Context: an optimization exercise on an open-source flow, tuned for small area, a short achievable clock period and few clock cycles. The choices shown serve that exercise and are no tape-out recipe. Where RTL was checked, it was by simulation tests only, not by an equivalence proof against the original.

==> inputs of build 79 <==
// tinymoa_dcim
module tinymoa_dcim (
    input clk,
    input nrst,
    output reg        mmio_ready,
    input             mmio_write,
    input      [31:0] mmio_wdata,
    input             mmio_read,
    output     [31:0] mmio_rdata,
    input      [5:0]  mmio_addr,
    input      [31:0] mem_rdata,
    output     [31:0] mem_wdata,
    output reg        mem_write,
    output reg        mem_read,
    output reg [9:0]  mem_addr
);
    reg        cfg_reload;
    reg [2:0]  cfg_prec;
    reg [9:0]  cfg_wbase;
    reg [9:0]  cfg_abase;
    reg [9:0]  cfg_rbase;
    reg [5:0]  cfg_n;
    reg        busy;
    reg        done;
    reg [9:0]  rdata_q;           
    assign mmio_rdata = {22'd0, rdata_q};
    wire [3:0] reg_idx = mmio_addr[5:2];
    wire       start   = mmio_write && (reg_idx == 4'd0) && mmio_wdata[0] && !busy;
    always @(posedge clk or negedge nrst) begin
        if (!nrst) begin
            cfg_reload <= 1'b1;
            cfg_prec   <= 3'd1;
            cfg_wbase  <= 10'h180;
  ...
export LEC_CHECK = 0
export CAP_MARGIN = 20
export CORE_MARGIN = 2
export CORE_UTILIZATION = 70
export CTS_CLUSTER_DIAMETER = 200
export CTS_CLUSTER_SIZE = 25
export SETUP_SLACK_MARGIN = 4.75
export SLEW_MARGIN = 20
create_clock -name core_clock -period 7.5 [get_ports {clk}]
run.sh (not shown) runs the stock make flow with config.mk's settings and CLKGATE_MAP_FILE= SYNTH_SCRIPT=/design/flow/synth_recipe.tcl, a recipe that flattens the netlist after the stock synthesis.
==> trial 49 (differences from build 79) <==
--- a/flow/design.v
+++ b/flow/design.v
@@ -460,20 +460,26 @@
             4'd2: rdata_q <= cfg_wbase;
             4'd3: rdata_q <= cfg_abase;
             4'd4: rdata_q <= cfg_rbase;
             4'd5: rdata_q <= {4'd0, cfg_n};
             default: rdata_q <= 10'd0;
         endcase
     end
     reg [4:0] rs, nph, rr;
-    always @(posedge clk) begin
-        rs  <= rs + 5'd1;
-        nph <= 5'd0 - rs;
-        rr  <= 5'd0 - (rs + 5'd3);
+    always @(posedge clk or negedge nrst) begin
+        if (!nrst) begin
+            rs  <= 5'd1;
+            nph <= 5'd0;
+            rr  <= 5'd29;
+        end else begin
+            rs  <= rs + 5'd1;
+            nph <= nph - 5'd1;
+            rr  <= rr - 5'd1;
+        end
     end
     wire [31:0] rot0 = rs[0] ? {mem_rdata[30:0], mem_rdata[31]} : mem_rdata;
     wire [31:0] rot1 = rs[1] ? {rot0[29:0], rot0[31:30]}         : rot0;
     wire [31:0] rot2 = rs[2] ? {rot1[27:0], rot1[31:28]}         : rot1;
     wire [31:0] rot3 = rs[3] ? {rot2[23:0], rot2[31:24]}         : rot2;
     wire [31:0] rot  = rs[4] ? {rot3[15:0], rot3[31:16]}         : rot3;
     reg [3:0] tag0;
     reg [3:0] ld_act;
@@ -509,35 +515,34 @@
             assign xb[32 + gj] = plane_en[1] & ~(w ^ A[1][gj]);
             assign xb[64 + gj] = plane_en[2] & ~(w ^ A[2][gj]);
             assign xb[96 + gj] = plane_en[3] & ~(w ^ A[3][gj]);
         end
     endgenerate
     wire [10:0] res;
     dcim_colsum u_sum (.clk(clk), .x(xb), .nb(nb), .res(res));
     reg [10:0] wdata_q;
-    reg        sign_q;
-    assign mem_wdata = {{11{sign_q}}, {10{wdata_q[10]}}, wdata_q};
+    assign mem_wdata = {{21{wdata_q[10]}}, wdata_q};
     reg [10:0] nsh;
     always @(posedge clk) begin
         nsh <= {5'd0, cfg_n} << cfg_prec;
         nb  <= {5'd0, cfg_n} - nsh;
     end
     localparam S_IDLE = 3'd0;
     localparam S_ACT  = 3'd1;
     localparam S_ROW  = 3'd2;
     localparam S_WAIT = 3'd3;
     localparam S_COMP = 3'd4;
     reg [2:0] state;
     reg [4:0] cnt;
     reg [1:0] pm1;               
     reg       rl;                
     reg       va, vb;            
     reg       la, lb;            
-    wire [4:0] cb = nph + 5'd2;  
+    reg [4:0] ca, cb;            
     wire [1:0] st_p   = mmio_wdata[2:1] - 2'd1;
     wire       row_ld = ({1'b0, rr} < cfg_n);
     always @(posedge clk or negedge nrst) begin
         if (!nrst) begin
             state     <= S_IDLE;
             cnt       <= 5'd0;
             busy      <= 1'b0;
             done      <= 1'b0;
@@ -545,16 +550,19 @@
             mem_write <= 1'b0;
             tag0      <= 4'd0;
             ld_act    <= 4'd0;
             ld_row    <= 1'b0;
             va        <= 1'b0;
             vb        <= 1'b0;
             la        <= 1'b0;
             lb        <= 1'b0;
+            plane_en  <= 4'd0;
+            pm1       <= 2'd0;
+            rl        <= 1'b0;
         end else begin
             mem_read  <= 1'b0;
             tag0      <= 4'd0;
             ld_act    <= {tag0[3] & ~tag0[2] & (tag0[1:0] == 2'd3),
                           tag0[3] & ~tag0[2] & (tag0[1:0] == 2'd2),
                           tag0[3] & ~tag0[2] & (tag0[1:0] == 2'd1),
                           tag0[3] & ~tag0[2] & (tag0[1:0] == 2'd0)};
             ld_row    <= tag0[3] & tag0[2] & tag0[0];
@@ -565,16 +573,20 @@
             mem_write <= vb && ({1'b0, cb} < cfg_n);
             cnt       <= cnt + 5'd1;
             case (state)
                 S_IDLE: begin
                     cnt <= 5'd1;
                     if (start) begin
                         busy     <= 1'b1;
                         done     <= 1'b0;
+                        plane_en <= {mmio_wdata[3:1] > 3'd3, mmio_wdata[3:1] > 3'd2,
+                                     mmio_wdata[3:1] > 3'd1, mmio_wdata[3:1] > 3'd0};
+                        pm1      <= st_p;
+                        rl       <= mmio_wdata[4];
                         mem_read <= 1'b1;
                         tag0     <= 4'b1000;
                         if (st_p != 2'd0)
                             state <= S_ACT;
                         else if (mmio_wdata[4]) begin
                             state <= S_ROW;
                             cnt   <= 5'd0;
                         end else begin
@@ -609,24 +621,19 @@
             endcase
             if (lb) begin
                 busy <= 1'b0;
                 done <= 1'b1;
             end
         end
     end
     always @(posedge clk) begin
-        if (state == S_IDLE) begin
-            plane_en <= {mmio_wdata[3:1] > 3'd3, mmio_wdata[3:1] > 3'd2,
-                         mmio_wdata[3:1] > 3'd1, mmio_wdata[3:1] > 3'd0};
-            pm1      <= st_p;
-            rl       <= mmio_wdata[4];
-        end
+        ca      <= nph;
+        cb      <= ca;
         wdata_q <= res;
-        sign_q  <= res[10] & res[9];
         if (vb)
             mem_addr <= cfg_rbase + {5'd0, cb};
         else if (state == S_ROW)
             mem_addr <= cfg_wbase + {5'd0, rr};
         else if (state == S_ACT)
             mem_addr <= cfg_abase + {8'd0, cnt[1:0]};
         else
             mem_addr <= cfg_abase;
==> flow/config.mk (replaced) <==
export PLATFORM = sky130hd
export DESIGN_NAME = tinymoa_dcim
export DESIGN_NICKNAME = tinymoa_dcim
export VERILOG_FILES = /design/flow/design.v
export SDC_FILE = /design/flow/constraint.sdc
export NUM_CORES = 4
export LEC_CHECK = 0
export CAP_MARGIN = 20
export CORE_MARGIN = 2
export CORE_UTILIZATION = 70
export CTS_CLUSTER_DIAMETER = 200
export CTS_CLUSTER_SIZE = 28
export SETUP_SLACK_MARGIN = 4.5
export SLEW_MARGIN = 20
==> trial 13 (differences from build 79) <==
--- a/flow/design.v
+++ b/flow/design.v
@@ -67,20 +67,16 @@
     reg p2_59;
     reg p2_60;
     reg p2_61;
     reg p2_62;
     reg p2_63;
     reg p2_64;
     reg p2_65;
     reg p2_66;
-    reg p2_67;
-    reg p2_68;
-    reg p2_69;
-    reg p2_70;
     wire s1 = x[0] ^ x[1] ^ x[2];
     wire k2 = (x[0] & x[1]) | (x[0] & x[2]) | (x[1] & x[2]);
     wire s3 = x[3] ^ x[4] ^ x[5];
     wire k4 = (x[3] & x[4]) | (x[3] & x[5]) | (x[4] & x[5]);
     wire s5 = x[6] ^ x[7] ^ x[8];
     wire k6 = (x[6] & x[7]) | (x[6] & x[8]) | (x[7] & x[8]);
     wire s7 = x[9] ^ x[10] ^ x[11];
     wire k8 = (x[9] & x[10]) | (x[9] & x[11]) | (x[10] & x[11]);
@@ -305,30 +301,30 @@
     wire s227 = k210 ^ k212 ^ s213;
     wire k228 = (k210 & k212) | (k210 & s213) | (k212 & s213);
     wire s229 = k214 ^ k216 ^ s217;
     wire k230 = (k214 & k216) | (k214 & s217) | (k216 & s217);
     wire s231 = k218 ^ k220 ^ s221;
     wire k232 = (k218 & k220) | (k218 & s221) | (k220 & s221);
     wire s233 = k222 ^ s223 ^ p1_45;
     wire k234 = (k222 & s223) | (k222 & p1_45) | (s223 & p1_45);
-    wire s235 = p2_53 ^ p2_54 ^ p2_55;
-    wire k236 = (p2_53 & p2_54) | (p2_53 & p2_55) | (p2_54 & p2_55);
-    wire s237 = p2_56 ^ p2_57 ^ p2_58;
-    wire k238 = (p2_56 & p2_57) | (p2_56 & p2_58) | (p2_57 & p2_58);
-    wire s239 = p2_60 ^ p2_61 ^ p2_62;
-    wire k240 = (p2_60 & p2_61) | (p2_60 & p2_62) | (p2_61 & p2_62);
-    wire s241 = p2_66 ^ p2_67 ^ p2_68;
-    wire k242 = (p2_66 & p2_67) | (p2_66 & p2_68) | (p2_67 & p2_68);
-    wire s243 = k236 ^ s237 ^ p2_59;
-    wire k244 = (k236 & s237) | (k236 & p2_59) | (s237 & p2_59);
-    wire s245 = k238 ^ s239 ^ p2_63;
-    wire k246 = (k238 & s239) | (k238 & p2_63) | (s239 & p2_63);
-    wire s247 = k240 ^ p2_64 ^ p2_65;
-    wire k248 = (k240 & p2_64) | (k240 & p2_65) | (p2_64 & p2_65);
+    wire s235 = k226 ^ s227 ^ s215;
+    wire k236 = (k226 & s227) | (k226 & s215) | (s227 & s215);
+    wire s237 = k228 ^ s229 ^ s219;
+    wire k238 = (k228 & s229) | (k228 & s219) | (s229 & s219);
+    wire s239 = k230 ^ s231 ^ s203;
+    wire k240 = (k230 & s231) | (k230 & s203) | (s231 & s203);
+    wire s241 = k234 ^ k224 ^ p1_46;
+    wire k242 = (k234 & k224) | (k234 & p1_46) | (k224 & p1_46);
+    wire s243 = p2_54 ^ p2_55 ^ p2_56;
+    wire k244 = (p2_54 & p2_55) | (p2_54 & p2_56) | (p2_55 & p2_56);
+    wire s245 = p2_57 ^ p2_58 ^ p2_59;
+    wire k246 = (p2_57 & p2_58) | (p2_57 & p2_59) | (p2_58 & p2_59);
+    wire s247 = p2_60 ^ p2_61 ^ p2_62;
+    wire k248 = (p2_60 & p2_61) | (p2_60 & p2_62) | (p2_61 & p2_62);
     always @(posedge clk) begin
         p1_0 <= nb[0];
         p1_1 <= s145;
         p1_2 <= s19;
         p1_3 <= s21;
         p1_4 <= k146;
         p1_5 <= s147;
         p1_6 <= s149;
@@ -373,37 +369,33 @@
         p1_45 <= nb[7];
         p1_46 <= nb[8];
         p1_47 <= nb[9];
         p1_48 <= nb[10];
         p2_49 <= p1_0;
         p2_50 <= s181;
         p2_51 <= s207;
         p2_52 <= s225;
-        p2_53 <= k226;
-        p2_54 <= s227;
-        p2_55 <= s215;
-        p2_56 <= k228;
-        p2_57 <= s229;
-        p2_58 <= s219;
-        p2_59 <= p1_37;
-        p2_60 <= k230;
-        p2_61 <= s231;
-        p2_62 <= s203;
-        p2_63 <= s205;
-        p2_64 <= k232;
-        p2_65 <= s233;
-        p2_66 <= k234;
-        p2_67 <= k224;
-        p2_68 <= p1_46;
-        p2_69 <= p1_47;
-        p2_70 <= p1_48;
+        p2_53 <= s235;
+        p2_54 <= k236;
+        p2_55 <= s237;
+        p2_56 <= p1_37;
+        p2_57 <= k238;
+        p2_58 <= s239;
+        p2_59 <= s205;
+        p2_60 <= k240;
+        p2_61 <= k232;
+        p2_62 <= s233;
+        p2_63 <= s241;
+        p2_64 <= k242;
+        p2_65 <= p1_47;
+        p2_66 <= p1_48;
     end
-    wire [10:0] row0 = {p2_70, k242, k248, k246, k244, s243, s235, p2_52, p2_51, p2_50, p2_49};
-    wire [10:0] row1 = {1'b0, p2_69, s241, s247, s245, 1'b0, 1'b0, 1'b0, 1'b0, 1'b0, 1'b0};
+    wire [10:0] row0 = {p2_66, p2_64, k248, k246, k244, s243, p2_53, p2_52, p2_51, p2_50, p2_49};
+    wire [10:0] row1 = {1'b0, p2_65, p2_63, s247, s245, 1'b0, 1'b0, 1'b0, 1'b0, 1'b0, 1'b0};
     assign res = row0 + row1;
 endmodule
 `default_nettype none
 `timescale 1ns / 1ps
 module tinymoa_dcim (
     input clk,
     input nrst,
     output reg        mmio_ready,
@@ -460,20 +452,26 @@
             4'd2: rdata_q <= cfg_wbase;
             4'd3: rdata_q <= cfg_abase;
             4'd4: rdata_q <= cfg_rbase;
             4'd5: rdata_q <= {4'd0, cfg_n};
             default: rdata_q <= 10'd0;
         endcase
     end
     reg [4:0] rs, nph, rr;
-    always @(posedge clk) begin
-        rs  <= rs + 5'd1;
-        nph <= 5'd0 - rs;
-        rr  <= 5'd0 - (rs + 5'd3);
+    always @(posedge clk or negedge nrst) begin
+        if (!nrst) begin
+            rs  <= 5'd1;
+            nph <= 5'd0;
+            rr  <= 5'd29;
+        end else begin
+            rs  <= rs + 5'd1;
+            nph <= nph - 5'd1;
+            rr  <= rr - 5'd1;
+        end
     end
     wire [31:0] rot0 = rs[0] ? {mem_rdata[30:0], mem_rdata[31]} : mem_rdata;
     wire [31:0] rot1 = rs[1] ? {rot0[29:0], rot0[31:30]}         : rot0;
     wire [31:0] rot2 = rs[2] ? {rot1[27:0], rot1[31:28]}         : rot1;
     wire [31:0] rot3 = rs[3] ? {rot2[23:0], rot2[31:24]}         : rot2;
     wire [31:0] rot  = rs[4] ? {rot3[15:0], rot3[31:16]}         : rot3;
     reg [3:0] tag0;
     reg [3:0] ld_act;
@@ -509,35 +507,31 @@
             assign xb[32 + gj] = plane_en[1] & ~(w ^ A[1][gj]);
             assign xb[64 + gj] = plane_en[2] & ~(w ^ A[2][gj]);
             assign xb[96 + gj] = plane_en[3] & ~(w ^ A[3][gj]);
         end
     endgenerate
     wire [10:0] res;
     dcim_colsum u_sum (.clk(clk), .x(xb), .nb(nb), .res(res));
     reg [10:0] wdata_q;
-    reg        sign_q;
-    assign mem_wdata = {{11{sign_q}}, {10{wdata_q[10]}}, wdata_q};
-    reg [10:0] nsh;
-    always @(posedge clk) begin
-        nsh <= {5'd0, cfg_n} << cfg_prec;
-        nb  <= {5'd0, cfg_n} - nsh;
-    end
+    assign mem_wdata = {{21{wdata_q[10]}}, wdata_q};
+    always @(posedge clk)
+        nb <= {5'd0, cfg_n} - ({5'd0, cfg_n} << cfg_prec);
     localparam S_IDLE = 3'd0;
     localparam S_ACT  = 3'd1;
     localparam S_ROW  = 3'd2;
     localparam S_WAIT = 3'd3;
     localparam S_COMP = 3'd4;
     reg [2:0] state;
     reg [4:0] cnt;
     reg [1:0] pm1;               
     reg       rl;                
     reg       va, vb;            
     reg       la, lb;            
-    wire [4:0] cb = nph + 5'd2;  
+    reg [4:0] ca, cb;            
     wire [1:0] st_p   = mmio_wdata[2:1] - 2'd1;
     wire       row_ld = ({1'b0, rr} < cfg_n);
     always @(posedge clk or negedge nrst) begin
         if (!nrst) begin
             state     <= S_IDLE;
             cnt       <= 5'd0;
             busy      <= 1'b0;
             done      <= 1'b0;
@@ -545,16 +539,19 @@
             mem_write <= 1'b0;
             tag0      <= 4'd0;
             ld_act    <= 4'd0;
             ld_row    <= 1'b0;
             va        <= 1'b0;
             vb        <= 1'b0;
             la        <= 1'b0;
             lb        <= 1'b0;
+            plane_en  <= 4'd0;
+            pm1       <= 2'd0;
+            rl        <= 1'b0;
         end else begin
             mem_read  <= 1'b0;
             tag0      <= 4'd0;
             ld_act    <= {tag0[3] & ~tag0[2] & (tag0[1:0] == 2'd3),
                           tag0[3] & ~tag0[2] & (tag0[1:0] == 2'd2),
                           tag0[3] & ~tag0[2] & (tag0[1:0] == 2'd1),
                           tag0[3] & ~tag0[2] & (tag0[1:0] == 2'd0)};
             ld_row    <= tag0[3] & tag0[2] & tag0[0];
@@ -565,16 +562,20 @@
             mem_write <= vb && ({1'b0, cb} < cfg_n);
             cnt       <= cnt + 5'd1;
             case (state)
                 S_IDLE: begin
                     cnt <= 5'd1;
                     if (start) begin
                         busy     <= 1'b1;
                         done     <= 1'b0;
+                        plane_en <= {mmio_wdata[3:1] > 3'd3, mmio_wdata[3:1] > 3'd2,
+                                     mmio_wdata[3:1] > 3'd1, mmio_wdata[3:1] > 3'd0};
+                        pm1      <= st_p;
+                        rl       <= mmio_wdata[4];
                         mem_read <= 1'b1;
                         tag0     <= 4'b1000;
                         if (st_p != 2'd0)
                             state <= S_ACT;
                         else if (mmio_wdata[4]) begin
                             state <= S_ROW;
                             cnt   <= 5'd0;
                         end else begin
@@ -609,24 +610,19 @@
             endcase
             if (lb) begin
                 busy <= 1'b0;
                 done <= 1'b1;
             end
         end
     end
     always @(posedge clk) begin
-        if (state == S_IDLE) begin
-            plane_en <= {mmio_wdata[3:1] > 3'd3, mmio_wdata[3:1] > 3'd2,
-                         mmio_wdata[3:1] > 3'd1, mmio_wdata[3:1] > 3'd0};
-            pm1      <= st_p;
-            rl       <= mmio_wdata[4];
-        end
+        ca      <= nph;
+        cb      <= ca;
         wdata_q <= res;
-        sign_q  <= res[10] & res[9];
         if (vb)
             mem_addr <= cfg_rbase + {5'd0, cb};
         else if (state == S_ROW)
             mem_addr <= cfg_wbase + {5'd0, rr};
         else if (state == S_ACT)
             mem_addr <= cfg_abase + {8'd0, cnt[1:0]};
         else
             mem_addr <= cfg_abase;
==> flow/config.mk (replaced) <==
export PLATFORM = sky130hd
export DESIGN_NAME = tinymoa_dcim
export DESIGN_NICKNAME = tinymoa_dcim
export VERILOG_FILES = /design/flow/design.v
export SDC_FILE = /design/flow/constraint.sdc
export NUM_CORES = 4
export LEC_CHECK = 0
export ABC_CLOCK_PERIOD_IN_PS = 3000
export CAP_MARGIN = 20
export CORE_MARGIN = 2
export CORE_UTILIZATION = 40
export SETUP_SLACK_MARGIN = 4.5
export SLEW_MARGIN = 20
==> flow_summary.html <==
<table>
<tr><th>Metric</th><th>Value</th></tr>
<tr><th colspan="2">Die</th></tr>
<tr><td>Initial core utilization</td><td>0.405</td></tr>
<tr><td>Placeable core region</td><td>102000 µm²</td></tr>
<tr><th colspan="2">Setup path</th></tr>
<tr><td>Number of cells traversed by the worst register-to-register path</td><td>6</td></tr>
<tr><th colspan="2">Outcome</th></tr>
<tr><td>Outcome</td><td>timing/DRC/antenna clean</td></tr>
<tr><th colspan="2">Synthesis</th></tr>
<tr><td>Share of synthesized cell area in full adder, half adder and majority cells</td><td>0.0745</td></tr>
<tr><th colspan="2">Detailed routing</th></tr>
<tr><td>Met1 WL</td><td>36.6 mm</td></tr>
<tr><th colspan="2">GRT</th></tr>
<tr><td>Met2 Resource Use GR</td><td>0.223</td></tr>
</table>
# the run above: trial 13

==> flow_summary.html <==
<table>
<tr><th>Metric</th><th>Value</th></tr>
<tr><th colspan="2">Final layout</th></tr>
<tr><td>Number of fill cells</td><td>3304</td></tr>
<tr><th colspan="2">Synthesis</th></tr>
<tr><td>Share of synthesized cell area in full adder, half adder and majority cells</td><td>0.0740</td></tr>
<tr><th colspan="2">Die</th></tr>
<tr><td>Placeable core region</td><td>58900 µm²</td></tr>
<tr><td>Count of pins on the block boundary</td><td>151</td></tr>
<tr><td>Initial core utilization</td><td>0.707</td></tr>
<tr><th colspan="2">Detailed routing</th></tr>
<tr><td>Met3 WL</td><td>3.09 mm</td></tr>
<tr><td>Met1 WL</td><td>34.4 mm</td></tr>
<tr><th colspan="2">GRT</th></tr>
<tr><td>Met2 Resource Use GR</td><td>0.487</td></tr>
<tr><th colspan="2">Setup path</th></tr>
<tr><td>Source of the critical timing path</td><td>mem_rdata[8]</td></tr>
<tr><td>Capture point of the worst path</td><td>A[0][22]$_DFF_P_</td></tr>
<tr><th colspan="2">Outcome</th></tr>
<tr><td>Outcome</td><td>timing/DRC/antenna clean</td></tr>
</table>
# the run above: trial 49

==> flow_summary.html <==
<table>
<tr><th>Metric</th><th>Value</th></tr>
<tr><th colspan="2">Outcome</th></tr>
<tr><td>Outcome</td><td>timing/DRC/antenna clean</td></tr>
<tr><th colspan="2">GRT</th></tr>
<tr><td>Met2 Resource Use GR</td><td>0.524</td></tr>
<tr><th colspan="2">Synthesis</th></tr>
<tr><td>Share of synthesized cell area in full adder, half adder and majority cells</td><td>0.0756</td></tr>
<tr><th colspan="2">Die</th></tr>
<tr><td>Initial core utilization</td><td>0.703</td></tr>
<tr><td>Placeable core region</td><td>58700 µm²</td></tr>
<tr><th colspan="2">Setup path</th></tr>
<tr><td>Number of cells traversed by the worst register-to-register path</td><td>7</td></tr>
<tr><th colspan="2">Detailed routing</th></tr>
<tr><td>Met1 WL</td><td>36.5 mm</td></tr>
</table>
# the run above: build 79

Testbench counts of trial 49, summed over its fixed seeds: cycles 17,921.
Testbench counts of trial 13, summed over its fixed seeds: cycles 17,921.
For build 79, only the layout was checked, not whether the RTL still works.

-- afterwards: timing with drivers on the ports --
The flow's constraints put no driver on any port. The routed layouts listed below were extracted and timed again, unchanged, in two steps. Step 1, drivers: a clkbuf_16 drives clk and a buf_2 each remaining input, both assumed. Step 2 times the ports against the registers' clock, not the clock port: input delays grow and output delays shrink by t, the midpoint of the rising clock arrivals with the driver on. Slacks: no drivers / after step 1 / after step 2; pairs: no drivers / after step 1.
run	t, ns	slack for setup (ns)	slew at the worst register clock pin (ns)	worst data-port slew with drivers (ns)	pins driven straight from the clock port
build 79	0.735	4.580 / 4.519 / 4.004	0.12 / 0.12	0.04	1
trial 49	0.715	4.429 / 4.472 / 3.757	0.11 / 0.11	0.08	1
trial 13	0.803	4.478 / 4.525 / 3.722	0.07 / 0.07	0.08	1
After both steps setup and hold are still met in every run listed. The setup slack of trial 13, which loses most, moves by +0.047 ns with the drivers and by -0.756 ns with both steps.
